Source: an optimization exercise on an open RTL-to-GDS flow (aim: small area and a short achievable clock period). Production flows keep margins and buffers that such runs may drop. RTL that was checked went through simulation tests only; none was proved equivalent to the original. No functional check of the RTL was part of run 4.

==> design.v <==
module sigma_delta_dac_3rdorder(
  input clk,
  input reset_n,
  input [15:0] d,
  output reg q
);
reg  [21:0] ao;
reg  [23:0] lr;
reg  [22:0] fr;
reg         nf23;
wire        s = ~nf23;
wire [23:0] l = lr ^ 24'd0;
wire [22:0] f = fr ^ 23'h7fe000;
wire [21:0] a_in = { {5{nf23}}, d[15], ~d[15], d[14:0] };
wire [21:0] a_sum_p = ao ^ a_in;
wire [21:0] a_sum_g0 = ao & a_in;
wire a_sum_G1 = a_sum_g0[1] | (a_sum_p[1] & a_sum_g0[0]);
wire a_sum_G2 = a_sum_g0[3] | (a_sum_p[3] & a_sum_g0[2]);
wire a_sum_P2 = a_sum_p[3] & a_sum_p[2];
wire a_sum_G3 = a_sum_g0[5] | (a_sum_p[5] & a_sum_g0[4]);
wire a_sum_P3 = a_sum_p[5] & a_sum_p[4];
wire a_sum_G4 = a_sum_g0[7] | (a_sum_p[7] & a_sum_g0[6]);
wire a_sum_P4 = a_sum_p[7] & a_sum_p[6];
wire a_sum_G5 = a_sum_g0[9] | (a_sum_p[9] & a_sum_g0[8]);
wire a_sum_P5 = a_sum_p[9] & a_sum_p[8];
wire a_sum_G6 = a_sum_g0[11] | (a_sum_p[11] & a_sum_g0[10]);
wire a_sum_P6 = a_sum_p[11] & a_sum_p[10];
wire a_sum_G7 = a_sum_g0[13] | (a_sum_p[13] & a_sum_g0[12]);
wire a_sum_P7 = a_sum_p[13] & a_sum_p[12];
wire a_sum_G8 = a_sum_g0[15] | (a_sum_p[15] & a_sum_g0[14]);
wire a_sum_P8 = a_sum_p[15] & a_sum_p[14];
wire a_sum_G9 = a_sum_g0[17] | (a_sum_p[17] & a_sum_g0[16]);
wire a_sum_P9 = a_sum_p[17] & a_sum_p[16];
wire a_sum_G10 = a_sum_g0[19] | (a_sum_p[19] & a_sum_g0[18]);
wire a_sum_P10 = a_sum_p[19] & a_sum_p[18];
wire a_sum_G11 = a_sum_g0[21] | (a_sum_p[21] & a_sum_g0[20]);
wire a_sum_P11 = a_sum_p[21] & a_sum_p[20];
wire a_sum_G12 = a_sum_g0[2] | (a_sum_p[2] & a_sum_G1);
wire a_sum_G13 = a_sum_G2 | (a_sum_P2 & a_sum_G1);
wire a_sum_G14 = a_sum_g0[6] | (a_sum_p[6] & a_sum_G3);
wire a_sum_P14 = a_sum_p[6] & a_sum_P3;
wire a_sum_G15 = a_sum_G4 | (a_sum_P4 & a_sum_G3);
wire a_sum_P15 = a_sum_P4 & a_sum_P3;
wire a_sum_G16 = a_sum_g0[10] | (a_sum_p[10] & a_sum_G5);
wire a_sum_P16 = a_sum_p[10] & a_sum_P5;
wire a_sum_G17 = a_sum_G6 | (a_sum_P6 & a_sum_G5);
wire a_sum_P17 = a_sum_P6 & a_sum_P5;
wire a_sum_G18 = a_sum_g0[14] | (a_sum_p[14] & a_sum_G7);
wire a_sum_P18 = a_sum_p[14] & a_sum_P7;
wire a_sum_G19 = a_sum_G8 | (a_sum_P8 & a_sum_G7);
wire a_sum_P19 = a_sum_P8 & a_sum_P7;
wire a_sum_G20 = a_sum_g0[18] | (a_sum_p[18] & a_sum_G9);
wire a_sum_P20 = a_sum_p[18] & a_sum_P9;
wire a_sum_G21 = a_sum_G10 | (a_sum_P10 & a_sum_G9);
wire a_sum_P21 = a_sum_P10 & a_sum_P9;
wire a_sum_G22 = a_sum_g0[4] | (a_sum_p[4] & a_sum_G13);
wire a_sum_G23 = a_sum_G3 | (a_sum_P3 & a_sum_G13);
wire a_sum_G24 = a_sum_G14 | (a_sum_P14 & a_sum_G13);
wire a_sum_G25 = a_sum_G15 | (a_sum_P15 & a_sum_G13);
wire a_sum_G26 = a_sum_g0[12] | (a_sum_p[12] & a_sum_G17);
wire a_sum_P26 = a_sum_p[12] & a_sum_P17;
wire a_sum_G27 = a_sum_G7 | (a_sum_P7 & a_sum_G17);
wire a_sum_P27 = a_sum_P7 & a_sum_P17;
wire a_sum_G28 = a_sum_G18 | (a_sum_P18 & a_sum_G17);
wire a_sum_P28 = a_sum_P18 & a_sum_P17;
wire a_sum_G29 = a_sum_G19 | (a_sum_P19 & a_sum_G17);
wire a_sum_P29 = a_sum_P19 & a_sum_P17;
wire a_sum_G30 = a_sum_g0[20] | (a_sum_p[20] & a_sum_G21);
wire a_sum_P30 = a_sum_p[20] & a_sum_P21;
wire a_sum_G31 = a_sum_G11 | (a_sum_P11 & a_sum_G21);
wire a_sum_P31 = a_sum_P11 & a_sum_P21;
wire a_sum_G32 = a_sum_g0[8] | (a_sum_p[8] & a_sum_G25);
wire a_sum_G33 = a_sum_G5 | (a_sum_P5 & a_sum_G25);
wire a_sum_G34 = a_sum_G16 | (a_sum_P16 & a_sum_G25);
wire a_sum_G35 = a_sum_G17 | (a_sum_P17 & a_sum_G25);
wire a_sum_G36 = a_sum_G26 | (a_sum_P26 & a_sum_G25);
wire a_sum_G37 = a_sum_G27 | (a_sum_P27 & a_sum_G25);
wire a_sum_G38 = a_sum_G28 | (a_sum_P28 & a_sum_G25);
wire a_sum_G39 = a_sum_G29 | (a_sum_P29 & a_sum_G25);
wire a_sum_G40 = a_sum_g0[16] | (a_sum_p[16] & a_sum_G39);
wire a_sum_G41 = a_sum_G9 | (a_sum_P9 & a_sum_G39);
wire a_sum_G42 = a_sum_G20 | (a_sum_P20 & a_sum_G39);
wire a_sum_G43 = a_sum_G21 | (a_sum_P21 & a_sum_G39);
wire a_sum_G44 = a_sum_G30 | (a_sum_P30 & a_sum_G39);
wire a_sum_G45 = a_sum_G31 | (a_sum_P31 & a_sum_G39);
wire [22:0] a_sum;
assign a_sum[0] = a_sum_p[0];
assign a_sum[1] = a_sum_p[1] ^ a_sum_g0[0];
assign a_sum[2] = a_sum_p[2] ^ a_sum_G1;
assign a_sum[3] = a_sum_p[3] ^ a_sum_G12;
assign a_sum[4] = a_sum_p[4] ^ a_sum_G13;
assign a_sum[5] = a_sum_p[5] ^ a_sum_G22;
assign a_sum[6] = a_sum_p[6] ^ a_sum_G23;
assign a_sum[7] = a_sum_p[7] ^ a_sum_G24;
assign a_sum[8] = a_sum_p[8] ^ a_sum_G25;
assign a_sum[9] = a_sum_p[9] ^ a_sum_G32;
assign a_sum[10] = a_sum_p[10] ^ a_sum_G33;
assign a_sum[11] = a_sum_p[11] ^ a_sum_G34;
assign a_sum[12] = a_sum_p[12] ^ a_sum_G35;
assign a_sum[13] = a_sum_p[13] ^ a_sum_G36;
assign a_sum[14] = a_sum_p[14] ^ a_sum_G37;
assign a_sum[15] = a_sum_p[15] ^ a_sum_G38;
assign a_sum[16] = a_sum_p[16] ^ a_sum_G39;
assign a_sum[17] = a_sum_p[17] ^ a_sum_G40;
assign a_sum[18] = a_sum_p[18] ^ a_sum_G41;
assign a_sum[19] = a_sum_p[19] ^ a_sum_G42;
assign a_sum[20] = a_sum_p[20] ^ a_sum_G43;
assign a_sum[21] = a_sum_p[21] ^ a_sum_G44;
assign a_sum[22] = a_sum_G45;
wire [23:0] o2 = { 2'b00, ao };
wire [23:0] o3 = { 2'b11, s, nf23, nf23, s, {8{nf23}}, ~f[22:13] };
wire [23:0] x  = l ^ o2 ^ o3;
wire [23:0] y  = { (l[22:0] & o2[22:0]) | (l[22:0] & o3[22:0]) | (o2[22:0] & o3[22:0]), 1'b1 };
wire [23:0] l_sum_p = x ^ y;
wire [23:0] l_sum_g0 = x & y;
wire l_sum_G1 = l_sum_g0[1] | (l_sum_p[1] & l_sum_g0[0]);
wire l_sum_G2 = l_sum_g0[3] | (l_sum_p[3] & l_sum_g0[2]);
wire l_sum_P2 = l_sum_p[3] & l_sum_p[2];
wire l_sum_G3 = l_sum_g0[5] | (l_sum_p[5] & l_sum_g0[4]);
wire l_sum_P3 = l_sum_p[5] & l_sum_p[4];
wire l_sum_G4 = l_sum_g0[7] | (l_sum_p[7] & l_sum_g0[6]);
wire l_sum_P4 = l_sum_p[7] & l_sum_p[6];
wire l_sum_G5 = l_sum_g0[9] | (l_sum_p[9] & l_sum_g0[8]);
wire l_sum_P5 = l_sum_p[9] & l_sum_p[8];
wire l_sum_G6 = l_sum_g0[11] | (l_sum_p[11] & l_sum_g0[10]);
wire l_sum_P6 = l_sum_p[11] & l_sum_p[10];
wire l_sum_G7 = l_sum_g0[13] | (l_sum_p[13] & l_sum_g0[12]);
wire l_sum_P7 = l_sum_p[13] & l_sum_p[12];
wire l_sum_G8 = l_sum_g0[15] | (l_sum_p[15] & l_sum_g0[14]);
wire l_sum_P8 = l_sum_p[15] & l_sum_p[14];
wire l_sum_G9 = l_sum_g0[17] | (l_sum_p[17] & l_sum_g0[16]);
wire l_sum_P9 = l_sum_p[17] & l_sum_p[16];
wire l_sum_G10 = l_sum_g0[19] | (l_sum_p[19] & l_sum_g0[18]);
wire l_sum_P10 = l_sum_p[19] & l_sum_p[18];
wire l_sum_G11 = l_sum_g0[21] | (l_sum_p[21] & l_sum_g0[20]);
wire l_sum_P11 = l_sum_p[21] & l_sum_p[20];
wire l_sum_G12 = l_sum_g0[23] | (l_sum_p[23] & l_sum_g0[22]);
wire l_sum_P12 = l_sum_p[23] & l_sum_p[22];
wire l_sum_G13 = l_sum_g0[2] | (l_sum_p[2] & l_sum_G1);
wire l_sum_G14 = l_sum_G2 | (l_sum_P2 & l_sum_G1);
wire l_sum_G15 = l_sum_g0[6] | (l_sum_p[6] & l_sum_G3);
wire l_sum_P15 = l_sum_p[6] & l_sum_P3;
wire l_sum_G16 = l_sum_G4 | (l_sum_P4 & l_sum_G3);
wire l_sum_P16 = l_sum_P4 & l_sum_P3;
wire l_sum_G17 = l_sum_g0[10] | (l_sum_p[10] & l_sum_G5);
wire l_sum_P17 = l_sum_p[10] & l_sum_P5;
wire l_sum_G18 = l_sum_G6 | (l_sum_P6 & l_sum_G5);
wire l_sum_P18 = l_sum_P6 & l_sum_P5;
wire l_sum_G19 = l_sum_g0[14] | (l_sum_p[14] & l_sum_G7);
wire l_sum_P19 = l_sum_p[14] & l_sum_P7;
wire l_sum_G20 = l_sum_G8 | (l_sum_P8 & l_sum_G7);
wire l_sum_P20 = l_sum_P8 & l_sum_P7;
wire l_sum_G21 = l_sum_g0[18] | (l_sum_p[18] & l_sum_G9);
wire l_sum_P21 = l_sum_p[18] & l_sum_P9;
wire l_sum_G22 = l_sum_G10 | (l_sum_P10 & l_sum_G9);
wire l_sum_P22 = l_sum_P10 & l_sum_P9;
wire l_sum_G23 = l_sum_g0[22] | (l_sum_p[22] & l_sum_G11);
wire l_sum_P23 = l_sum_p[22] & l_sum_P11;
wire l_sum_G24 = l_sum_G12 | (l_sum_P12 & l_sum_G11);
wire l_sum_P24 = l_sum_P12 & l_sum_P11;
wire l_sum_G25 = l_sum_g0[4] | (l_sum_p[4] & l_sum_G14);
wire l_sum_G26 = l_sum_G3 | (l_sum_P3 & l_sum_G14);
wire l_sum_G27 = l_sum_G15 | (l_sum_P15 & l_sum_G14);
wire l_sum_G28 = l_sum_G16 | (l_sum_P16 & l_sum_G14);
wire l_sum_G29 = l_sum_g0[12] | (l_sum_p[12] & l_sum_G18);
wire l_sum_P29 = l_sum_p[12] & l_sum_P18;
wire l_sum_G30 = l_sum_G7 | (l_sum_P7 & l_sum_G18);
wire l_sum_P30 = l_sum_P7 & l_sum_P18;
wire l_sum_G31 = l_sum_G19 | (l_sum_P19 & l_sum_G18);
wire l_sum_P31 = l_sum_P19 & l_sum_P18;
wire l_sum_G32 = l_sum_G20 | (l_sum_P20 & l_sum_G18);
wire l_sum_P32 = l_sum_P20 & l_sum_P18;
wire l_sum_G33 = l_sum_g0[20] | (l_sum_p[20] & l_sum_G22);
wire l_sum_P33 = l_sum_p[20] & l_sum_P22;
wire l_sum_G34 = l_sum_G11 | (l_sum_P11 & l_sum_G22);
wire l_sum_P34 = l_sum_P11 & l_sum_P22;
wire l_sum_G35 = l_sum_G23 | (l_sum_P23 & l_sum_G22);
wire l_sum_P35 = l_sum_P23 & l_sum_P22;
wire l_sum_G36 = l_sum_G24 | (l_sum_P24 & l_sum_G22);
wire l_sum_P36 = l_sum_P24 & l_sum_P22;
wire l_sum_G37 = l_sum_g0[8] | (l_sum_p[8] & l_sum_G28);
wire l_sum_G38 = l_sum_G5 | (l_sum_P5 & l_sum_G28);
wire l_sum_G39 = l_sum_G17 | (l_sum_P17 & l_sum_G28);
wire l_sum_G40 = l_sum_G18 | (l_sum_P18 & l_sum_G28);
wire l_sum_G41 = l_sum_G29 | (l_sum_P29 & l_sum_G28);
wire l_sum_G42 = l_sum_G30 | (l_sum_P30 & l_sum_G28);
wire l_sum_G43 = l_sum_G31 | (l_sum_P31 & l_sum_G28);
wire l_sum_G44 = l_sum_G32 | (l_sum_P32 & l_sum_G28);
wire l_sum_G45 = l_sum_g0[16] | (l_sum_p[16] & l_sum_G44);
wire l_sum_G46 = l_sum_G9 | (l_sum_P9 & l_sum_G44);
wire l_sum_G47 = l_sum_G21 | (l_sum_P21 & l_sum_G44);
wire l_sum_G48 = l_sum_G22 | (l_sum_P22 & l_sum_G44);
wire l_sum_G49 = l_sum_G33 | (l_sum_P33 & l_sum_G44);
wire l_sum_G50 = l_sum_G34 | (l_sum_P34 & l_sum_G44);
wire l_sum_G51 = l_sum_G35 | (l_sum_P35 & l_sum_G44);
wire l_sum_G52 = l_sum_G36 | (l_sum_P36 & l_sum_G44);
wire [24:0] l_sum;
assign l_sum[0] = l_sum_p[0];
assign l_sum[1] = l_sum_p[1] ^ l_sum_g0[0];
assign l_sum[2] = l_sum_p[2] ^ l_sum_G1;
assign l_sum[3] = l_sum_p[3] ^ l_sum_G13;
assign l_sum[4] = l_sum_p[4] ^ l_sum_G14;
assign l_sum[5] = l_sum_p[5] ^ l_sum_G25;
assign l_sum[6] = l_sum_p[6] ^ l_sum_G26;
assign l_sum[7] = l_sum_p[7] ^ l_sum_G27;
assign l_sum[8] = l_sum_p[8] ^ l_sum_G28;
assign l_sum[9] = l_sum_p[9] ^ l_sum_G37;
assign l_sum[10] = l_sum_p[10] ^ l_sum_G38;
assign l_sum[11] = l_sum_p[11] ^ l_sum_G39;
assign l_sum[12] = l_sum_p[12] ^ l_sum_G40;
assign l_sum[13] = l_sum_p[13] ^ l_sum_G41;
assign l_sum[14] = l_sum_p[14] ^ l_sum_G42;
assign l_sum[15] = l_sum_p[15] ^ l_sum_G43;
assign l_sum[16] = l_sum_p[16] ^ l_sum_G44;
assign l_sum[17] = l_sum_p[17] ^ l_sum_G45;
assign l_sum[18] = l_sum_p[18] ^ l_sum_G46;
assign l_sum[19] = l_sum_p[19] ^ l_sum_G47;
assign l_sum[20] = l_sum_p[20] ^ l_sum_G48;
assign l_sum[21] = l_sum_p[21] ^ l_sum_G49;
assign l_sum[22] = l_sum_p[22] ^ l_sum_G50;
assign l_sum[23] = l_sum_p[23] ^ l_sum_G51;
assign l_sum[24] = l_sum_G52;
wire [4:0]  fh = { s, f[22:19] } + { nf23, nf23, nf23, nf23, 1'b1 };
wire [23:0] fc = { fh, f[18:0] };
wire [23:0] xs = { 1'b0, x[23:1] };
wire [23:0] ys = { 1'b0, y[23:1] };
wire [23:0] s1 = fc ^ xs ^ ys;
wire [23:0] c1 = (fc & xs) | (fc & ys) | (xs & ys);
wire [23:0] c1s = { c1[22:0], x[0] };
wire [23:0] t_p = s1 ^ c1s;
wire [23:0] t_g0 = s1 & c1s;
wire t_G1 = t_g0[1] | (t_p[1] & t_g0[0]);
wire t_G2 = t_g0[3] | (t_p[3] & t_g0[2]);
wire t_P2 = t_p[3] & t_p[2];
wire t_G3 = t_g0[5] | (t_p[5] & t_g0[4]);
wire t_P3 = t_p[5] & t_p[4];
wire t_G4 = t_g0[7] | (t_p[7] & t_g0[6]);
wire t_P4 = t_p[7] & t_p[6];
wire t_G5 = t_g0[9] | (t_p[9] & t_g0[8]);
wire t_P5 = t_p[9] & t_p[8];
wire t_G6 = t_g0[11] | (t_p[11] & t_g0[10]);
wire t_P6 = t_p[11] & t_p[10];
wire t_G7 = t_g0[13] | (t_p[13] & t_g0[12]);
wire t_P7 = t_p[13] & t_p[12];
wire t_G8 = t_g0[15] | (t_p[15] & t_g0[14]);
wire t_P8 = t_p[15] & t_p[14];
wire t_G9 = t_g0[17] | (t_p[17] & t_g0[16]);
wire t_P9 = t_p[17] & t_p[16];
wire t_G10 = t_g0[19] | (t_p[19] & t_g0[18]);
wire t_P10 = t_p[19] & t_p[18];
wire t_G11 = t_g0[21] | (t_p[21] & t_g0[20]);
wire t_P11 = t_p[21] & t_p[20];
wire t_G12 = t_g0[23] | (t_p[23] & t_g0[22]);
wire t_P12 = t_p[23] & t_p[22];
wire t_G13 = t_g0[2] | (t_p[2] & t_G1);
wire t_G14 = t_G2 | (t_P2 & t_G1);
wire t_G15 = t_g0[6] | (t_p[6] & t_G3);
wire t_P15 = t_p[6] & t_P3;
wire t_G16 = t_G4 | (t_P4 & t_G3);
wire t_P16 = t_P4 & t_P3;
wire t_G17 = t_g0[10] | (t_p[10] & t_G5);
wire t_P17 = t_p[10] & t_P5;
wire t_G18 = t_G6 | (t_P6 & t_G5);
wire t_P18 = t_P6 & t_P5;
wire t_G19 = t_g0[14] | (t_p[14] & t_G7);
wire t_P19 = t_p[14] & t_P7;
wire t_G20 = t_G8 | (t_P8 & t_G7);
wire t_P20 = t_P8 & t_P7;
wire t_G21 = t_g0[18] | (t_p[18] & t_G9);
wire t_P21 = t_p[18] & t_P9;
wire t_G22 = t_G10 | (t_P10 & t_G9);
wire t_P22 = t_P10 & t_P9;
wire t_G23 = t_g0[22] | (t_p[22] & t_G11);
wire t_P23 = t_p[22] & t_P11;
wire t_G24 = t_G12 | (t_P12 & t_G11);
wire t_P24 = t_P12 & t_P11;
wire t_G25 = t_g0[4] | (t_p[4] & t_G14);
wire t_G26 = t_G3 | (t_P3 & t_G14);
wire t_G27 = t_G15 | (t_P15 & t_G14);
wire t_G28 = t_G16 | (t_P16 & t_G14);
wire t_G29 = t_g0[12] | (t_p[12] & t_G18);
wire t_P29 = t_p[12] & t_P18;
wire t_G30 = t_G7 | (t_P7 & t_G18);
wire t_P30 = t_P7 & t_P18;
wire t_G31 = t_G19 | (t_P19 & t_G18);
wire t_P31 = t_P19 & t_P18;
wire t_G32 = t_G20 | (t_P20 & t_G18);
wire t_P32 = t_P20 & t_P18;
wire t_G33 = t_g0[20] | (t_p[20] & t_G22);
wire t_P33 = t_p[20] & t_P22;
wire t_G34 = t_G11 | (t_P11 & t_G22);
wire t_P34 = t_P11 & t_P22;
wire t_G35 = t_G23 | (t_P23 & t_G22);
wire t_P35 = t_P23 & t_P22;
wire t_G36 = t_G24 | (t_P24 & t_G22);
wire t_P36 = t_P24 & t_P22;
wire t_G37 = t_g0[8] | (t_p[8] & t_G28);
wire t_G38 = t_G5 | (t_P5 & t_G28);
wire t_G39 = t_G17 | (t_P17 & t_G28);
wire t_G40 = t_G18 | (t_P18 & t_G28);
wire t_G41 = t_G29 | (t_P29 & t_G28);
wire t_G42 = t_G30 | (t_P30 & t_G28);
wire t_G43 = t_G31 | (t_P31 & t_G28);
wire t_G44 = t_G32 | (t_P32 & t_G28);
wire t_G45 = t_g0[16] | (t_p[16] & t_G44);
wire t_G46 = t_G9 | (t_P9 & t_G44);
wire t_G47 = t_G21 | (t_P21 & t_G44);
wire t_G48 = t_G22 | (t_P22 & t_G44);
wire t_G49 = t_G33 | (t_P33 & t_G44);
wire t_G50 = t_G34 | (t_P34 & t_G44);
wire t_G51 = t_G35 | (t_P35 & t_G44);
wire t_G52 = t_G36 | (t_P36 & t_G44);
wire [24:0] t;
assign t[0] = t_p[0];
assign t[1] = t_p[1] ^ t_g0[0];
assign t[2] = t_p[2] ^ t_G1;
assign t[3] = t_p[3] ^ t_G13;
assign t[4] = t_p[4] ^ t_G14;
assign t[5] = t_p[5] ^ t_G25;
assign t[6] = t_p[6] ^ t_G26;
assign t[7] = t_p[7] ^ t_G27;
assign t[8] = t_p[8] ^ t_G28;
assign t[9] = t_p[9] ^ t_G37;
assign t[10] = t_p[10] ^ t_G38;
assign t[11] = t_p[11] ^ t_G39;
assign t[12] = t_p[12] ^ t_G40;
assign t[13] = t_p[13] ^ t_G41;
assign t[14] = t_p[14] ^ t_G42;
assign t[15] = t_p[15] ^ t_G43;
assign t[16] = t_p[16] ^ t_G44;
assign t[17] = t_p[17] ^ t_G45;
assign t[18] = t_p[18] ^ t_G46;
assign t[19] = t_p[19] ^ t_G47;
assign t[20] = t_p[20] ^ t_G48;
assign t[21] = t_p[21] ^ t_G49;
assign t[22] = t_p[22] ^ t_G50;
assign t[23] = t_p[23] ^ t_G51;
assign t[24] = t_G52;
always @(negedge reset_n or posedge clk)
  if (!reset_n) begin
    ao   <= 22'h200000;
    lr   <= 24'd0;
    fr   <= 23'h7fe000;
    nf23 <= 1'b1;
    q    <= 1'b0;
  end else begin
    ao   <= a_sum[21:0];
    lr   <= l_sum[23:0] ^ 24'd0;
    fr   <= t[22:0] ^ 23'h7fe000;
    nf23 <= ~(t[23] ^ l_sum[23] ^ l_sum[24]);
    q    <= nf23;
  end
endmodule
==> flow/run.sh <==
#!/bin/bash
# The standard layout (standard.sh) with changes to how it is made:
#  - synthesis: synth_recipe.tcl with the final ABC mapping script
#    flow/abc_map.script (flow/synth_abc.tcl);
#  - clock tree synthesis with clkbuf_8 buffers and no dummy loads;
#  - port buffers of the smallest buffer cell (every port still gets one).
# Each tool's full output is in the ORFS logs under orfs/logs; make's own
# output is in standard.log.
export FLOW_ABC_SCRIPT=$PWD/flow/abc_map.script
bash standard.sh \
  "SYNTH_SCRIPT=$PWD/flow/synth_abc.tcl" \
  "CTS_ARGS=-sink_clustering_enable -repair_clock_nets -buf_list sky130_fd_sc_hd__clkbuf_8 -dont_use_dummy_load" \
  "BUFFER_PORTS_ARGS=-buffer_cell sky130_fd_sc_hd__buf_1" \
   finish > standard.log 2>&1
==> flow/abc_map.script <==
strash
dch -f
map
topo
stime -c
buffer -c
upsize -c
dnsize -c
==> flow/synth_abc.tcl <==
# synth_recipe.tcl (the standard synthesis) with one change: the final ABC
# technology mapping runs flow/abc_map.script instead of ORFS's
# abc_speed.script.  Registers, flattening and renaming are as in
# synth_recipe.tcl.
proc synth {args} { yosys synth -nofsm -noshare {*}$args }
proc abc {args} {
  set i [lsearch -exact $args -script]
  if { $i >= 0 } { lset args [expr {$i + 1}] $::env(FLOW_ABC_SCRIPT) }
  puts "abc with script $::env(FLOW_ABC_SCRIPT)"
  yosys abc {*}$args
}
source $::env(SCRIPTS_DIR)/synth.tcl
# left out here: clear keep_hierarchy, flatten, clean up, hide names made inside functions, write 1_2_yosys.v
==> standard.sh <==
#!/bin/bash
# synth_recipe.tcl (not shown) runs the flow's synth.tcl, then flattens the netlist and writes it again
# the make line also repeats each setting of config.mk as NAME=value (left out here)
make -C /OpenROAD-flow-scripts/flow DESIGN_CONFIG=/design/flow/config.mk WORK_HOME=/design/flow/orfs CLKGATE_MAP_FILE= SYNTH_SCRIPT=/design/flow/synth_recipe.tcl "${@:-finish}"
==> config.mk <==
export PLATFORM = sky130hd
export DESIGN_NAME = sigma_delta_dac_3rdorder
export DESIGN_NICKNAME = sigma_delta_dac_3rdorder
export VERILOG_FILES = /design/flow/design.v
export SDC_FILE = /design/flow/constraint.sdc
export NUM_CORES = 4
export LEC_CHECK = 0
export CAP_MARGIN = 20
export CORE_MARGIN = 2
export CORE_UTILIZATION = 60
export SETUP_SLACK_MARGIN = 3.6
export SLEW_MARGIN = 20
export TNS_END_PERCENT = 0
==> constraint.sdc <==
create_clock -name core_clock -period 7.0 [get_ports {clk}]
set_input_delay 1.4000 -clock core_clock [delete_from_list [all_inputs] [get_ports {clk}]]
set_output_delay 1.4000 -clock core_clock [all_outputs]
set_load 0.01 [all_outputs]
==> results.sh, run 1 <==
export IMPL_status="complete, no violations"
export IMPL_tightest_slew_ns=0.920
export IMPL_grt_first_pass_wirelength_mm=20.4
export IMPL_critPathArrivalTime_ns=3.67
export IMPL_path_buf_inv=4
export IMPL_slowest_delay_ns=0.53
export IMPL_synth_top_flop_cell="dfrtp_1"
export IMPL_yosysWarnings=1
export IMPL_antenna_found_initial=0
export IMPL_design_area_um2=6780
export IMPL_drive_gt1_frac=0.196
export IMPL_start_util=0.615
export IMPL_maxSlewViolCount=0
export IMPL_yosys_area_top_type="dfrtp_1"
export IMPL_startpoint_type="flop"
export IMPL_first_pass_iters=4
export IMPL_finClkSkew_ns=0.0188
export IMPL_portBuffers=18
export IMPL_rsz0062_at_grt="yes"
export IMPL_drt_wl_total_mm=12.0
export IMPL_hold_buffers=0
export IMPL_synth_top_area_share=0.247
export IMPL_yosys_area_share_simple=0.103
export IMPL_worstSetupPathType="flop to flop"
export IMPL_synthAdderAreaFrac=0.349
export IMPL_pin_count=19
export IMPL_wire_per_inst_um=15.7
export IMPL_die_h_um=104
export IMPL_root_buffer="clkbuf_8"
export IMPL_synth_async_sr_flop_share=1.00
export IMPL_die_w_um=104
export IMPL_clockBufferDepth=2
export IMPL_cp_end_kind="flop"
export IMPL_synth_seq_cells=71
export IMPL_cts_made_buffers=9
export IMPL_cp_common_cell="buf_6"
export IMPL_route_detailed_drc=0
export IMPL_core_um2=9730
export IMPL_required_ns=7.28
export IMPL_cap_violations=0
export IMPL_dp_hpwl_mm=9.39
export IMPL_drt_iter0_drc=122
export IMPL_synth_top_family_by_area="adder cells"
export IMPL_nFillCells=745
export IMPL_place_gp_congestion=0.840
export IMPL_synth_xor_area_frac=0.0601
export IMPL_cts_tree="done"
export IMPL_syn_area_per_cell_um2=10.3
export IMPL_cp_max_fo=7
export IMPL_cp_slowest_cell="fa_2"
export IMPL_netlist_instances=579
export IMPL_grt_max_degree=72
export IMPL_dpl_cell_area_um2=6220
export IMPL_vias_per_cell=5.35
export IMPL_synth_area_um2=5980
export IMPL_htree_levels=3
export IMPL_synth_compound_area_frac=0.121
export IMPL_finalHoldViolations=0
export IMPL_final_common_cell="inv_1"
export IMPL_tns_ns=0
export IMPL_synth_edf_count=0
export IMPL_grt_overflow=0
export IMPL_max_freq_mhz=295
export IMPL_antenna_cells=0
export IMPL_slew_headroom=0.387
export IMPL_synthMuxAreaShare=0
export IMPL_area_delta_synth_final_pct=13.4
export IMPL_grt_pass1_vias=4229
export IMPL_drtAntennaViolNets=0
export IMPL_post_route_util=0.697
export IMPL_setup_viol=0
export IMPL_ys_top_cells_by_area="dfrtp_1 25%, fa_1 20%, ha_1 14%"
export IMPL_cp_top_family="adder cells"
export IMPL_synth_cell_types=46
export IMPL_ys_seq_area_frac=0.300
export IMPL_syn_nets=727
export IMPL_grt_use_total=0.241
export IMPL_timing_final_crit_period_ns=3.39
export IMPL_clock_latency_ns=0.36
export IMPL_hold_path_class="flop to flop"
export IMPL_crit_path_cell_trace="buf_6, fa_2, inv_1, fa_1, inv_2, ha_4, nand2_4, nor4_4, o21ai_2, buf_6, a21o_1, o211ai_2, nand4_1, nand3_1, nand2_1"
export IMPL_layout_common_cells="93 x inv_1, 59 x dfrtp_1, 58 x ha_1, 53 x fa_1, 40 x nand2_1"
export IMPL_die_area_um2=10800
export IMPL_min_period_over_period=0.484
export IMPL_vias=4063
export IMPL_num_nets_final=777
export IMPL_clock_sinks=71
export IMPL_clk_transition_reported_paths_ns=0.08
export IMPL_rows=36
==> cells by family (layout without fill, tap and decap cells) <==
| family | after synthesis | after routing |
|---|---|---|
| flip-flops | 71 | 71 |
| AO/OA/AOI/OAI | 104 | 104 |
| AND/OR/NAND/NOR | 126 | 126 |
| buffers and inverters | 107 | 155 |
| XOR/XNOR | 41 | 41 |
| adder cells (fa/ha/maj) | 130 | 130 |
==> worst paths after layout <==
| kind | start | endpoint | slack, ns | cells after the start |
|---|---|---|---|---|
| setup / recovery | nf23 | nf23 | 3.61 | 15 |
| hold / removal | ao[0] | ao[0] | 0.54 | 1 |
| setup reg to reg | nf23 | nf23 | 3.61 | 15 |
| hold reg to reg | ao[0] | ao[0] | 0.54 | 1 |
| max in group asynchronous | reset_n | ao[19] | 5.21 | 1 |
| min in group asynchronous | reset_n | ao[0] | 1.18 | 1 |
==> synth_stat cells (2+ instances only) <==
cell type,n
o21ai_2,5
dfrtp_1,59
fa_1,61
a21o_1,7
nor2_2,4
inv_1,101
nor3_1,7
nor2_1,31
o21a_1,3
a31oi_1,4
a21oi_1,33
ha_1,69
xnor2_1,13
dfstp_2,12
and2_1,2
nand4_1,11
o21ai_0,8
xor2_1,28
o21bai_1,5
a311oi_1,2
a21oi_4,2
o21ai_1,15
o211ai_1,2
a31oi_2,3
nand3_1,17
a21oi_2,6
nand2_2,5
nand2_1,42
inv_2,5
==> per-layer routing <==
metal  global-route usage  up-vias  part of all wire
li1                     -     1995                 -
met1                0.341     2015              0.48
met2                0.388       39              0.49
met3               0.0384       14             0.020
met4               0.0695        0             0.013
met5                    0        -                 0
==> what timing repair did <==
item	CTS	global route
pin swaps	12	23
setup buffers	15	6
resized for setup	17	38
cloned	0	0
endpoints found under the setup margin	10	15
==> stage by stage <==
stage / instances / worst slack, ns / hold WS [ns]
finish: 760 / 3.61 / 0.539
global route: 760 / 3.45 / 0.577
CTS: 754 / 3.57 / 0.553
detailed placement: 730 / 3.29 / 0.533
global placement: 730 / 3.39 / 0.521
floorplan: 579 / 3.69 / 0.507
==> final cells by class <==
cell class	count	area (µm²)	share of cell area
clock buffer	9	124	0.0183
inverter	107	407	0.0600
multi-input combinational	401	4040	0.596
sequential	71	1800	0.265
tap	133	166	0.0245
timing repair buffer	39	248	0.0365
==> flip-flops by register name, indices dropped and copies added, names as in the netlist <==
signal / flops
fr: 23
q: 1
nf23: 1
lr: 24
ao: 22
==> inputs of run 2 (changes only) <==
==> flow/abc_map.script (replaced) <==
strash
dch -f
map -a
topo
stime -c
buffer -c
upsize -c
dnsize -c
==> run 2 against run 1 <==
  * Count of clock-buffer cells in the layout did not move
  * Maximum frequency fell by 6.6%
  * Largest cell class unchanged
==> results.sh, run 2 <==
export IMPL_drt_wl_total_mm=10.2
export IMPL_grt_first_pass_wirelength_mm=17.9
export IMPL_first_pass_iters=4
export IMPL_dp_hpwl_mm=8.27
export IMPL_hold_path_class="flop to flop"
export IMPL_drt_iter0_drc=55
export IMPL_worstSetupPathType="flop to flop"
export IMPL_num_nets_final=709
export IMPL_maxSlewViolCount=0
export IMPL_largestRegisters="lr x24, fr x23, ao x22"
export IMPL_largest_reg_flops=24
export IMPL_rows=35
export IMPL_finClkSkew_ns=0.0173
export IMPL_netlist_instances=519
export IMPL_ys_seq_area_frac=0.319
export IMPL_synthTopCellsByCount="100 x inv_1, 69 x ha_1, 61 x fa_1"
export IMPL_cts_made_buffers=9
export IMPL_drive_gt1_frac=0.120
export IMPL_final_common_cell="inv_1"
export IMPL_layout_common_cells="99 x inv_1, 64 x ha_1, 60 x fa_1, 59 x dfrtp_1, 40 x xor2_1"
export IMPL_required_ns=7.27
export IMPL_cp_end_kind="flop"
export IMPL_area_delta_synth_final_pct=9.31
export IMPL_synth_area_um2=5620
export IMPL_root_buffer="clkbuf_8"
export IMPL_clk_transition_reported_paths_ns=0.07
export IMPL_synth_top_area_share=0.263
export IMPL_pin_count=19
export IMPL_drtAntennaViolNets=0
export IMPL_vias_per_cell=5.26
export IMPL_wire_per_inst_um=15.2
export IMPL_grt_max_degree=72
export IMPL_tightest_slew_ns=0.932
export IMPL_ys_top_cells_by_area="dfrtp_1 26%, fa_1 22%, ha_1 15%"
export IMPL_portBuffers=18
export IMPL_rsz0062_at_grt="yes"
export IMPL_synth_seq_cells=71
export IMPL_route_detailed_drc=0
export IMPL_post_route_util=0.671
export IMPL_die_w_um=101
export IMPL_grt_use_total=0.231
export IMPL_die_area_um2=10200
export IMPL_synth_cell_types=39
export IMPL_cap_violations=0
export IMPL_syn_area_per_cell_um2=10.8
export IMPL_tns_ns=0
export IMPL_slew_headroom=0.379
export IMPL_syn_nets=667
export IMPL_clock_latency_ns=0.35
export IMPL_max_freq_mhz=276
export IMPL_antenna_found_initial=0
export IMPL_yosysMostFrequentCell="inv_1"
export IMPL_synth_async_sr_flop_share=1.00
export IMPL_grt_pass1_vias=3840
export IMPL_yosys_area_top_type="dfrtp_1"
export IMPL_synth_edf_count=0
export IMPL_cp_max_fo=3
export IMPL_cts_tree="done"
export IMPL_grt_overflow=0
export IMPL_startpoint_type="flop"
export IMPL_synth_top_flop_cell="dfrtp_1"
export IMPL_clock_sinks=71
export IMPL_htree_levels=3
export IMPL_largest_register="lr"
export IMPL_vias=3524
export IMPL_start_util=0.614
export IMPL_die_h_um=101
export IMPL_critPathArrivalTime_ns=3.90
export IMPL_status="complete, no violations"
export IMPL_timing_final_crit_period_ns=3.63
export IMPL_clockBufferDepth=2
export IMPL_min_period_over_period=0.518
export IMPL_place_gp_congestion=0.854
export IMPL_setup_viol=0
export IMPL_yosysWarnings=1
export IMPL_finalHoldViolations=0
export IMPL_core_um2=9150
export IMPL_antenna_cells=0
[run 2: cell types whose count changed in the layout (fill, tap and decap cells not counted), moves of 8 or more]
cell / before / now
nand2_1: 40 / 24
xor2_1: 28 / 40
o21ai_1: 16 / 6
nand3_1: 15 / 7
[run 2: critical path: stages (launching register included)]
cell      delay [ns]
dfstp_2         0.55
fa_1            0.46
fa_1            0.45
ha_2            0.20
fa_1            0.44
nand3_1         0.09
nand2_1         0.09
inv_2           0.07
nor3_1          0.04
nor2_1          0.23
inv_2           0.09
nand3_1         0.09
nand2_2         0.07
inv_2           0.08
o221ai_2        0.09
xor2_1          0.18
xnor2_1         0.17
xor2_1          0.17
[run 2: cell type report]
cell class / instances / area [µm²]
Multi-Input combinational cell: 342 / 3500
Fill cell: 732 / 3010
Sequential cell: 71 / 1800
Inverter: 106 / 398
Timing Repair Buffer: 31 / 181
Tap cell: 111 / 139
Clock buffer: 9 / 124
[run 2: layer usage]
metal  vias up  share of wire  track usage
met5         -              0            0
met4         0          0.018       0.0685
met3        14          0.026       0.0506
met2        28           0.50        0.389
met1      1742           0.46        0.302
li1       1740              -            -
[run 2: logic make-up after synthesis]
| group | synth area share |
|---|---|
| adders and majority gates | 0.371 |
| buffers and inverters | 0.0708 |
| and+or+nand+nor | 0.0677 |
| AOI/OAI and AO/OA | 0.0844 |
| DFF | 0.319 |
| xor gates and xnor gates | 0.0871 |
[run 2: worst paths after layout]
check / from / to / slack, ns / cells after the start
max in group asynchronous: reset_n / lr[11] / 5.19 / 1
min in group asynchronous: reset_n / fr[6] / 1.15 / 1
max: fr[14] / nf23 / 3.37 / 17
min: ao[0] / ao[0] / 0.56 / 1
max reg2reg: fr[14] / nf23 / 3.37 / 17
min reg2reg: ao[0] / ao[0] / 0.56 / 1
[run 2: stage by stage]
step	instance area (µm²)	worst slack, ns	instances	hold slack (ns)
2_1_floorplan	5640	3.52	519	0.507
3_3_place_gp	5850	3.23	648	0.538
3_5_place_dp	5850	3.19	648	0.538
4_1_cts	6090	3.38	669	0.561
5_1_grt	6140	3.18	670	0.599
6_report	6140	3.37	670	0.556
[run 2: repair_timing]
action,in CTS,in global routing
hold buffers,0,0
pin swaps,6,4
buffers inserted,12,1
setup endpoints to repair,12,17
resized for setup,4,5
==> inputs of run 3 (changes only) <==
--- a/config.mk
+++ b/config.mk
@@ -8,6 +8,6 @@
 export CAP_MARGIN = 20
 export CORE_MARGIN = 2
 export CORE_UTILIZATION = 60
-export SETUP_SLACK_MARGIN = 3.6
+export SETUP_SLACK_MARGIN = 3.3
 export SLEW_MARGIN = 20
 export TNS_END_PERCENT = 0
==> run 3 against run 2 <==
  * Still clean on timing, DRC and antenna
  * Core utilization shrank 0.79 points
  * Die area is the same
  * Critical path depth is the same
  * Global-route usage shrank 0.38 points
  * Non-clock buffer count shrank 1
  * Worst hold slack lost 0.011 ns
  * Area after synthesis is the same
  * Setup slack gained 0.031 ns
  * Clock skew shrank 0.0076 ns
  * Cell count shrank 0.15%
  * Highest routed layer unchanged
==> results.sh, run 3 <==
export IMPL_vias=3459
export IMPL_ys_seq_area_frac=0.319
export IMPL_timing_final_crit_period_ns=3.60
export IMPL_layout_common_cells="100 x inv_1, 68 x ha_1, 60 x fa_1, 59 x dfrtp_1, 40 x xor2_1"
export IMPL_clock_sinks=71
export IMPL_drive_gt1_frac=0.108
export IMPL_tightest_slew_ns=0.969
export IMPL_synth_area_um2=5620
export IMPL_finalHoldViolations=0
export IMPL_core_um2=9150
export IMPL_synth_async_sr_flop_share=1.00
export IMPL_cts_made_buffers=9
export IMPL_drt_iter0_drc=77
export IMPL_synth_top_area_share=0.263
export IMPL_hold_buffers=0
export IMPL_antenna_cells=0
export IMPL_largest_register="lr"
export IMPL_clock_latency_ns=0.35
export IMPL_r2r_slack_ns=3.40
export IMPL_cp_end_kind="flop"
export IMPL_cts_tree="done"
export IMPL_place_gp_congestion=0.803
export IMPL_synthTopCellsByCount="100 x inv_1, 69 x ha_1, 61 x fa_1"
export IMPL_cp_max_fo=3
export IMPL_pin_count=19
export IMPL_die_h_um=101
export IMPL_yosysWarnings=1
export IMPL_yosysMostFrequentCell="inv_1"
export IMPL_tns_ns=0
export IMPL_dp_hpwl_mm=8.01
export IMPL_syn_area_per_cell_um2=10.8
export IMPL_num_nets_final=708
export IMPL_start_util=0.614
export IMPL_synth_cell_types=39
export IMPL_post_route_util=0.663
export IMPL_largest_reg_flops=24
export IMPL_finClkSkew_ns=0.00973
export IMPL_worstSetupPathType="flop to flop"
export IMPL_largestRegisters="lr x24, fr x23, ao x22"
export IMPL_status="complete, no violations"
export IMPL_die_area_um2=10200
export IMPL_wire_per_inst_um=14.8
export IMPL_clockBufferDepth=2
export IMPL_synth_top_flop_cell="dfrtp_1"
export IMPL_setup_ws_ns=3.40
export IMPL_cap_violations=0
export IMPL_clk_transition_reported_paths_ns=0.07
export IMPL_yosys_area_top_type="dfrtp_1"
export IMPL_ys_top_cells_by_area="dfrtp_1 26%, fa_1 22%, ha_1 15%"
export IMPL_antenna_found_initial=0
export IMPL_drt_wl_total_mm=9.91
export IMPL_root_buffer="clkbuf_8"
export IMPL_portBuffers=18
export IMPL_hold_path_class="flop to flop"
export IMPL_grt_first_pass_wirelength_mm=17.5
export IMPL_maxSlewViolCount=0
export IMPL_synth_seq_cells=71
export IMPL_grt_pass1_vias=3750
export IMPL_synth_edf_count=0
export IMPL_first_pass_iters=4
export IMPL_grt_overflow=0
export IMPL_drtAntennaViolNets=0
export IMPL_htree_levels=3
export IMPL_required_ns=7.27
export IMPL_grt_max_degree=72
export IMPL_dpl_worst_slack_ns=3.03
export IMPL_vias_per_cell=5.17
export IMPL_final_common_cell="inv_1"
export IMPL_area_delta_synth_final_pct=8.02
export IMPL_rsz0062_at_grt="yes"
export IMPL_rows=35
export IMPL_max_freq_mhz=278
export IMPL_netlist_instances=519
export IMPL_rr_worst_depth=17
export IMPL_min_path_cells=1
export IMPL_min_period_over_period=0.514
export IMPL_die_w_um=101
export IMPL_slew_headroom=0.354
export IMPL_grt_use_total=0.228
export IMPL_setup_viol=0
export IMPL_startpoint_type="flop"
export IMPL_critPathArrivalTime_ns=3.87
export IMPL_syn_nets=667
export IMPL_route_detailed_drc=0
==> run 3: metrics by stage <==
step / area [µm²] / hold slack [ns] / cells
after global placement: 5830 / 0.533 / 648
after global routing: 6070 / 0.567 / 669
after CTS: 6020 / 0.555 / 665
final: 6070 / 0.545 / 669
after floorplan: 5620 / 0.507 / 519
after detailed placement: 5830 / 0.538 / 648
==> run 3: final timing paths <==
path | start | endpoint
max | fr[14] | nf23
min | ao[0] | ao[0]
max reg2reg | fr[14] | nf23
min reg2reg | ao[0] | ao[0]
max in group asynchronous | reset_n | lr[23]
min in group asynchronous | reset_n | fr[6]
==> run 3: worst max-delay path, stage by stage (launching register included) <==
cell and delay [ns]:
dfstp_2 0.56, fa_1 0.46, fa_1 0.45, ha_2 0.20, fa_2 0.39, nand3_1 0.09
nand2_1 0.08, inv_2 0.09, nor3_1 0.05, nor2_1 0.22, inv_2 0.11, nand3_2 0.08
nand2_2 0.07, inv_2 0.08, o221ai_2 0.09, xor2_1 0.17, xnor2_1 0.18, xor2_1 0.16
==> run 3: cell families after synthesis <==
family                     Yosys count  synth area share
buffers and inverters              106            0.0708
and+or+nand+nor                     85            0.0677
AOI/OAI and AO/OA                   72            0.0844
adders and majority gates          130             0.371
xor gates and xnor gates            55            0.0871
DFF                                 71             0.319
==> run 3: what timing repair did <==
action	in CTS	in global routing
endpoints found under the setup margin	7	8
pin swaps	3	3
resized for setup	2	6
buffers inserted	8	4
==> run 3: layout make-up <==
| class | instances | area [µm²] |
|---|---|---|
| clock buffer | 9 | 124 |
| inverter | 106 | 398 |
| tap | 111 | 139 |
| sequential | 71 | 1800 |
| multi-input combinational | 342 | 3450 |
| timing repair buffer | 30 | 161 |
| fill | 754 | 3080 |
==> run 3: per-layer routing <==
layer	routed length (µm)	global-route usage	vias up
li1	-	-	1733
met1	4610	0.299	1686
met2	4970	0.384	31
met3	199	0.0423	9
met4	140	0.0717	0
met5	0	0	-
==> inputs of run 4 (changes only) <==
--- a/design.v
+++ b/design.v
@@ -229,7 +229,7 @@
 wire [23:0] c1s = { c1[22:0], x[0] };
 wire [23:0] t_p = s1 ^ c1s;
 wire [23:0] t_g0 = s1 & c1s;
-wire t_G1 = t_g0[1] | (t_p[1] & t_g0[0]);
+wire t_G1 = t_g0[1] | ((t_p[1] & s1[0]) & c1s[0]);
 wire t_G2 = t_g0[3] | (t_p[3] & t_g0[2]);
 wire t_P2 = t_p[3] & t_p[2];
 wire t_G3 = t_g0[5] | (t_p[5] & t_g0[4]);
@@ -252,90 +252,98 @@
 wire t_P11 = t_p[21] & t_p[20];
 wire t_G12 = t_g0[23] | (t_p[23] & t_g0[22]);
 wire t_P12 = t_p[23] & t_p[22];
-wire t_G13 = t_g0[2] | (t_p[2] & t_G1);
-wire t_G14 = t_G2 | (t_P2 & t_G1);
-wire t_G15 = t_g0[6] | (t_p[6] & t_G3);
-wire t_P15 = t_p[6] & t_P3;
-wire t_G16 = t_G4 | (t_P4 & t_G3);
-wire t_P16 = t_P4 & t_P3;
-wire t_G17 = t_g0[10] | (t_p[10] & t_G5);
-wire t_P17 = t_p[10] & t_P5;
-wire t_G18 = t_G6 | (t_P6 & t_G5);
-wire t_P18 = t_P6 & t_P5;
-wire t_G19 = t_g0[14] | (t_p[14] & t_G7);
-wire t_P19 = t_p[14] & t_P7;
-wire t_G20 = t_G8 | (t_P8 & t_G7);
-wire t_P20 = t_P8 & t_P7;
-wire t_G21 = t_g0[18] | (t_p[18] & t_G9);
-wire t_P21 = t_p[18] & t_P9;
-wire t_G22 = t_G10 | (t_P10 & t_G9);
-wire t_P22 = t_P10 & t_P9;
-wire t_G23 = t_g0[22] | (t_p[22] & t_G11);
-wire t_P23 = t_p[22] & t_P11;
-wire t_G24 = t_G12 | (t_P12 & t_G11);
-wire t_P24 = t_P12 & t_P11;
-wire t_G25 = t_g0[4] | (t_p[4] & t_G14);
-wire t_G26 = t_G3 | (t_P3 & t_G14);
-wire t_G27 = t_G15 | (t_P15 & t_G14);
-wire t_G28 = t_G16 | (t_P16 & t_G14);
-wire t_G29 = t_g0[12] | (t_p[12] & t_G18);
-wire t_P29 = t_p[12] & t_P18;
-wire t_G30 = t_G7 | (t_P7 & t_G18);
-wire t_P30 = t_P7 & t_P18;
-wire t_G31 = t_G19 | (t_P19 & t_G18);
-wire t_P31 = t_P19 & t_P18;
-wire t_G32 = t_G20 | (t_P20 & t_G18);
-wire t_P32 = t_P20 & t_P18;
-wire t_G33 = t_g0[20] | (t_p[20] & t_G22);
-wire t_P33 = t_p[20] & t_P22;
-wire t_G34 = t_G11 | (t_P11 & t_G22);
-wire t_P34 = t_P11 & t_P22;
-wire t_G35 = t_G23 | (t_P23 & t_G22);
-wire t_P35 = t_P23 & t_P22;
-wire t_G36 = t_G24 | (t_P24 & t_G22);
-wire t_P36 = t_P24 & t_P22;
-wire t_G37 = t_g0[8] | (t_p[8] & t_G28);
-wire t_G38 = t_G5 | (t_P5 & t_G28);
-wire t_G39 = t_G17 | (t_P17 & t_G28);
-wire t_G40 = t_G18 | (t_P18 & t_G28);
-wire t_G41 = t_G29 | (t_P29 & t_G28);
-wire t_G42 = t_G30 | (t_P30 & t_G28);
-wire t_G43 = t_G31 | (t_P31 & t_G28);
-wire t_G44 = t_G32 | (t_P32 & t_G28);
-wire t_G45 = t_g0[16] | (t_p[16] & t_G44);
-wire t_G46 = t_G9 | (t_P9 & t_G44);
-wire t_G47 = t_G21 | (t_P21 & t_G44);
-wire t_G48 = t_G22 | (t_P22 & t_G44);
-wire t_G49 = t_G33 | (t_P33 & t_G44);
-wire t_G50 = t_G34 | (t_P34 & t_G44);
-wire t_G51 = t_G35 | (t_P35 & t_G44);
-wire t_G52 = t_G36 | (t_P36 & t_G44);
+wire t_H13 = t_g0[2] | (t_p[2] & t_g0[1]);
+wire t_Q13 = t_p[2] & t_p[1];
+wire t_G14 = t_H13 | (t_Q13 & t_g0[0]);
+wire t_G15 = t_G2 | (t_P2 & t_G1);
+wire t_G16 = t_g0[6] | (t_p[6] & t_G3);
+wire t_P16 = t_p[6] & t_P3;
+wire t_G17 = t_G4 | (t_P4 & t_G3);
+wire t_P17 = t_P4 & t_P3;
+wire t_G18 = t_g0[10] | (t_p[10] & t_G5);
+wire t_P18 = t_p[10] & t_P5;
+wire t_G19 = t_G6 | (t_P6 & t_G5);
+wire t_P19 = t_P6 & t_P5;
+wire t_G20 = t_g0[14] | (t_p[14] & t_G7);
+wire t_P20 = t_p[14] & t_P7;
+wire t_G21 = t_G8 | (t_P8 & t_G7);
+wire t_P21 = t_P8 & t_P7;
+wire t_G22 = t_g0[18] | (t_p[18] & t_G9);
+wire t_P22 = t_p[18] & t_P9;
+wire t_G23 = t_G10 | (t_P10 & t_G9);
+wire t_P23 = t_P10 & t_P9;
+wire t_G24 = t_g0[22] | (t_p[22] & t_G11);
+wire t_P24 = t_p[22] & t_P11;
+wire t_G25 = t_G12 | (t_P12 & t_G11);
+wire t_P25 = t_P12 & t_P11;
+wire t_H26 = t_g0[4] | (t_p[4] & t_g0[3]);
+wire t_Q26 = t_p[4] & t_p[3];
+wire t_G27 = t_H26 | (t_Q26 & t_G14);
+wire t_G28 = t_G3 | (t_P3 & t_G15);
+wire t_G29 = t_G16 | (t_P16 & t_G15);
+wire t_G30 = t_G17 | (t_P17 & t_G15);
+wire t_G31 = t_g0[12] | (t_p[12] & t_G19);
+wire t_P31 = t_p[12] & t_P19;
+wire t_G32 = t_G7 | (t_P7 & t_G19);
+wire t_P32 = t_P7 & t_P19;
+wire t_G33 = t_G20 | (t_P20 & t_G19);
+wire t_P33 = t_P20 & t_P19;
+wire t_G34 = t_G21 | (t_P21 & t_G19);
+wire t_P34 = t_P21 & t_P19;
+wire t_G35 = t_g0[20] | (t_p[20] & t_G23);
+wire t_P35 = t_p[20] & t_P23;
+wire t_G36 = t_G11 | (t_P11 & t_G23);
+wire t_P36 = t_P11 & t_P23;
+wire t_G37 = t_G24 | (t_P24 & t_G23);
+wire t_P37 = t_P24 & t_P23;
+wire t_G38 = t_G25 | (t_P25 & t_G23);
+wire t_P38 = t_P25 & t_P23;
+wire t_H39 = t_g0[8] | (t_p[8] & t_g0[7]);
+wire t_Q39 = t_p[8] & t_p[7];
+wire t_G40 = t_H39 | (t_Q39 & t_G29);
+wire t_G41 = t_G5 | (t_P5 & t_G30);
+wire t_G42 = t_G18 | (t_P18 & t_G30);
+wire t_G43 = t_G19 | (t_P19 & t_G30);
+wire t_G44 = t_G31 | (t_P31 & t_G30);
+wire t_G45 = t_G32 | (t_P32 & t_G30);
+wire t_G46 = t_G33 | (t_P33 & t_G30);
+wire t_G47 = t_G34 | (t_P34 & t_G30);
+wire t_H48 = t_g0[16] | (t_p[16] & t_g0[15]);
+wire t_Q48 = t_p[16] & t_p[15];
+wire t_G49 = t_H48 | (t_Q48 & t_G46);
+wire t_G50 = t_G9 | (t_P9 & t_G47);
+wire t_G51 = t_G22 | (t_P22 & t_G47);
+wire t_G52 = t_G23 | (t_P23 & t_G47);
+wire t_G53 = t_G35 | (t_P35 & t_G47);
+wire t_G54 = t_G36 | (t_P36 & t_G47);
+wire t_G55 = t_G37 | (t_P37 & t_G47);
+wire t_G56 = t_G38 | (t_P38 & t_G47);
 wire [24:0] t;
 assign t[0] = t_p[0];
 assign t[1] = t_p[1] ^ t_g0[0];
 assign t[2] = t_p[2] ^ t_G1;
-assign t[3] = t_p[3] ^ t_G13;
-assign t[4] = t_p[4] ^ t_G14;
-assign t[5] = t_p[5] ^ t_G25;
-assign t[6] = t_p[6] ^ t_G26;
-assign t[7] = t_p[7] ^ t_G27;
-assign t[8] = t_p[8] ^ t_G28;
-assign t[9] = t_p[9] ^ t_G37;
-assign t[10] = t_p[10] ^ t_G38;
-assign t[11] = t_p[11] ^ t_G39;
-assign t[12] = t_p[12] ^ t_G40;
-assign t[13] = t_p[13] ^ t_G41;
-assign t[14] = t_p[14] ^ t_G42;
-assign t[15] = t_p[15] ^ t_G43;
-assign t[16] = t_p[16] ^ t_G44;
-assign t[17] = t_p[17] ^ t_G45;
-assign t[18] = t_p[18] ^ t_G46;
-assign t[19] = t_p[19] ^ t_G47;
-assign t[20] = t_p[20] ^ t_G48;
-assign t[21] = t_p[21] ^ t_G49;
-assign t[22] = t_p[22] ^ t_G50;
-assign t[23] = t_p[23] ^ t_G51;
-assign t[24] = t_G52;
+assign t[3] = t_p[3] ^ t_G14;
+assign t[4] = t_p[4] ^ t_G15;
+assign t[5] = t_p[5] ^ t_G27;
+assign t[6] = t_p[6] ^ t_G28;
+assign t[7] = t_p[7] ^ t_G29;
+assign t[8] = t_p[8] ^ t_G30;
+assign t[9] = t_p[9] ^ t_G40;
+assign t[10] = t_p[10] ^ t_G41;
+assign t[11] = t_p[11] ^ t_G42;
+assign t[12] = t_p[12] ^ t_G43;
+assign t[13] = t_p[13] ^ t_G44;
+assign t[14] = t_p[14] ^ t_G45;
+assign t[15] = t_p[15] ^ t_G46;
+assign t[16] = t_p[16] ^ t_G47;
+assign t[17] = t_p[17] ^ t_G49;
+assign t[18] = t_p[18] ^ t_G50;
+assign t[19] = t_p[19] ^ t_G51;
+assign t[20] = t_p[20] ^ t_G52;
+assign t[21] = t_p[21] ^ t_G53;
+assign t[22] = t_p[22] ^ t_G54;
+assign t[23] = t_p[23] ^ t_G55;
+assign t[24] = t_G56;
 always @(negedge reset_n or posedge clk)
   if (!reset_n) begin
     ao   <= 22'h200000;
==> flow/run.sh (replaced) <==
#!/bin/bash
# The standard layout (standard.sh) with changes to how it is made:
#  - clock tree synthesis with its own options (below), without dummy loads;
#  - port buffers of the smallest buffer cell (every port still gets one);
#  - extra make settings: 
# Each tool's full output is in the ORFS logs under orfs/logs; make's own
# output is in standard.log.
bash standard.sh \
  "CTS_ARGS=-sink_clustering_enable -repair_clock_nets -buf_list sky130_fd_sc_hd__clkbuf_8 -dont_use_dummy_load" \
  "BUFFER_PORTS_ARGS=-buffer_cell sky130_fd_sc_hd__buf_1" \
   \
  finish > standard.log 2>&1
--- a/config.mk
+++ b/config.mk
@@ -7,7 +7,6 @@
 export LEC_CHECK = 0
 export CAP_MARGIN = 20
 export CORE_MARGIN = 2
-export CORE_UTILIZATION = 60
-export SETUP_SLACK_MARGIN = 3.3
+export CORE_UTILIZATION = 40
+export SETUP_SLACK_MARGIN = 3.6
 export SLEW_MARGIN = 20
-export TNS_END_PERCENT = 0
removed: flow/abc_map.script
removed: flow/synth_abc.tcl
==> run 4 against run 3 <==
  * Cell area up 5.2%
  * Count of clock-buffer cells in the layout stayed put
  * Largest cell class unchanged
  * Critical endpoint unchanged
  * Global-route usage decreased by 5.7 points
  * Setup slack got worse by 0.15 ns
==> results.sh, run 4 <==
export IMPL_min_period_over_period=0.535
export IMPL_synth_cell_types=48
export IMPL_largest_reg_flops=24
export IMPL_ys_seq_area_frac=0.319
export IMPL_cap_violations=0
export IMPL_drive_gt1_frac=0.164
export IMPL_cp_end_kind="flop"
export IMPL_nFillCells=1332
export IMPL_rr_endpoint="nf23"
export IMPL_grt_use_total=0.170
export IMPL_vias=3653
export IMPL_hold_path_class="flop to flop"
export IMPL_grt_max_degree=72
export IMPL_worstSetupStartpoint="nf23"
export IMPL_rsz0062_at_grt="yes"
export IMPL_grt_pass1_vias=4135
export IMPL_yosys_area_top_type="dfrtp_1"
export IMPL_synth_seq_cells=71
export IMPL_slew_headroom=0.380
export IMPL_drt_iter0_drc=116
export IMPL_antenna_cells=0
export IMPL_start_util=0.407
export IMPL_clockBufferDepth=2
export IMPL_die_w_um=122
export IMPL_vias_per_cell=5.06
export IMPL_dpl_cell_area_um2=5970
export IMPL_syn_area_per_cell_um2=11.2
export IMPL_portBuffers=18
export IMPL_worstSetupPathType="flop to flop"
export IMPL_yosysMostFrequentCell="ha_1"
export IMPL_clock_sinks=71
export IMPL_critPathArrivalTime_ns=4.03
export IMPL_grt_overflow=0
export IMPL_cp_top_family="adder cells"
export IMPL_startpoint_type="flop"
export IMPL_cp_common_cell="a21o_1"
export IMPL_cts_made_buffers=9
export IMPL_drt_wl_total_mm=11.0
export IMPL_required_ns=7.29
export IMPL_tns_ns=0
export IMPL_rr_worst_depth=14
export IMPL_cp_slowest_cell="dfstp_4"
export IMPL_r2r_start="nf23"
export IMPL_synth_area_um2=5610
export IMPL_min_path_cells=1
export IMPL_crit_path_cell_trace="fa_1, inv_2, fa_1, inv_2, ha_4, a21o_1, a21o_1, a21o_1, or3_4, o221ai_4, o21ai_4, a311oi_2, xnor2_1, xnor2_1"
export IMPL_hold_buffers=0
export IMPL_status="complete, no violations"
export IMPL_syn_nets=644
export IMPL_wl_met2_mm=5.19
export IMPL_dp_hpwl_mm=8.42
export IMPL_final_common_cell="ha_1"
export IMPL_largest_register="lr"
export IMPL_layout_common_cells="62 x ha_1, 60 x inv_1, 59 x dfrtp_1, 52 x fa_1"
export IMPL_finClkSkew_ns=0.0112
export IMPL_top_layer="met4"
export IMPL_area_delta_synth_final_pct=13.8
export IMPL_die_h_um=122
export IMPL_synth_edf_count=0
export IMPL_maxSlewViolCount=0
export IMPL_wire_per_inst_um=15.3
export IMPL_setup_viol=0
export IMPL_htree_levels=3
export IMPL_root_buffer="clkbuf_8"
export IMPL_timing_final_crit_period_ns=3.74
export IMPL_slowest_delay_ns=0.71
export IMPL_largestRegisters="lr x24, fr x23, ao x22"
export IMPL_first_pass_iters=4
export IMPL_antenna_found_initial=0
export IMPL_synth_async_sr_flop_share=1.00
export IMPL_yosysWarnings=1
export IMPL_holdCritStartpoint="ao[0]"
export IMPL_synth_top_area_share=0.263
export IMPL_core_um2=13800
export IMPL_min_to="ao[0]"
export IMPL_wl_met1_mm=5.41
export IMPL_tightest_slew_ns=0.930
export IMPL_clock_latency_ns=0.36
export IMPL_synth_top_flop_cell="dfrtp_1"
export IMPL_wl_met3_um=211
export IMPL_ys_top_cells_by_area="dfrtp_1 26%, fa_1 20%, ha_1 16%"
export IMPL_synthTopCellsByCount="70 x ha_1, 63 x inv_1, 59 x dfrtp_1"
export IMPL_pin_count=19
export IMPL_die_area_um2=15000
export IMPL_finalHoldViolations=0
export IMPL_route_detailed_drc=0
export IMPL_grt_first_pass_wirelength_mm=19.6
export IMPL_place_gp_congestion=0.813
export IMPL_cts_tree="done"
export IMPL_num_nets_final=688
export IMPL_drtAntennaViolNets=0
export IMPL_clk_transition_reported_paths_ns=0.07
export IMPL_r2r_slack_ns=3.26
export IMPL_rows=43
export IMPL_netlist_instances=500
export IMPL_path_buf_inv=2
export IMPL_max_freq_mhz=267
export IMPL_cp_max_fo=8
export IMPL_design_area_um2=6380
-- run 4: logic make-up after synthesis --
family | after synthesis | synth area share
adder cells (fa/ha/maj) | 126 | 0.356
AND/OR/NAND/NOR | 96 | 0.0874
AO/OA/AOI/OAI | 95 | 0.119
flip-flops | 71 | 0.319
buffers and inverters | 63 | 0.0421
XOR/XNOR | 49 | 0.0765
-- run 4: how the worst max path moves through the flow --
stage,to,slack [ns],cells after the start
finish,nf23,3.26,14
global route,nf23,3.04,14
CTS,nf23,3.24,14
detailed placement,ao[21],2.97,13
global placement,ao[21],2.99,13
floorplan,nf23,3.31,14
-- run 4: metrics by stage --
stage          setup slack (ns)  hold slack (ns)  utilization  instances
3_5_place_dp               2.97            0.565        0.433        698
6_report                   3.26            0.593        0.463        722
3_3_place_gp               2.99            0.546        0.433        698
4_1_cts                    3.24            0.588        0.456        715
5_1_grt                    3.04            0.622        0.463        722
2_1_floorplan              3.31            0.507            -        500
-- run 4: layer usage --
layer,GRT usage,vias to the layer above
met4,0.0661,0
met2,0.276,24
met1,0.231,1825
met3,0.0251,13
li1,-,1791
met5,0,-
-- run 4: timing repair --
action,CTS,global route
resized for setup,22,18
gates cloned,0,0
endpoints found under the setup margin,24,22
setup buffers,8,7
pin swaps,14,10
-- run 4: area by class of cell --
type	instances	area, µm²	share of cell area
Inverter	63	236	0.0370
Multi-Input combinational cell	366	3810	0.597
Timing Repair Buffer	33	191	0.0300
Tap cell	180	225	0.0353
Clock buffer	9	124	0.0194
Sequential cell	71	1800	0.281

[afterwards: timing with drivers on the ports]
In the flow no input, the clock included, has a driving cell. The finished layouts below were timed again as built, in two steps. Step 1 (the two cells are an assumption about what drives the block):
set clk [get_ports {clk}]
set_driving_cell -lib_cell sky130_fd_sc_hd__clkbuf_16 $clk
set_driving_cell -lib_cell sky130_fd_sc_hd__buf_2 [delete_from_list [all_inputs] $clk]
Step 2 adds t to the input delays and takes it off the output delays; t is the mean of the earliest and latest rising clock arrival at the registers after step 1. Input paths then give back, and output paths get back, about the clock's delay inside the block. Slacks: ideal / step 1 / step 2; pairs: ideal / step 1.
run	t, ns	setup WS [ns]	hold WS [ns]	slew at the worst register clock pin (ns)
run 1	0.383	3.610 / 3.610 / 3.361	0.539 / 0.539 / 0.539	0.08 / 0.08
run 2	0.373	3.373 / 3.373 / 3.213	0.556 / 0.556 / 0.556	0.08 / 0.08
run 3	0.379	3.403 / 3.403 / 3.132	0.545 / 0.545 / 0.545	0.07 / 0.07
run 4	0.391	3.255 / 3.255 / 3.230	0.593 / 0.593 / 0.593	0.08 / 0.08
After both steps every run listed still meets setup and hold. For run 3, which loses most, drivers alone change the setup slack by 0.000 ns; drivers and shift together by -0.271 ns.
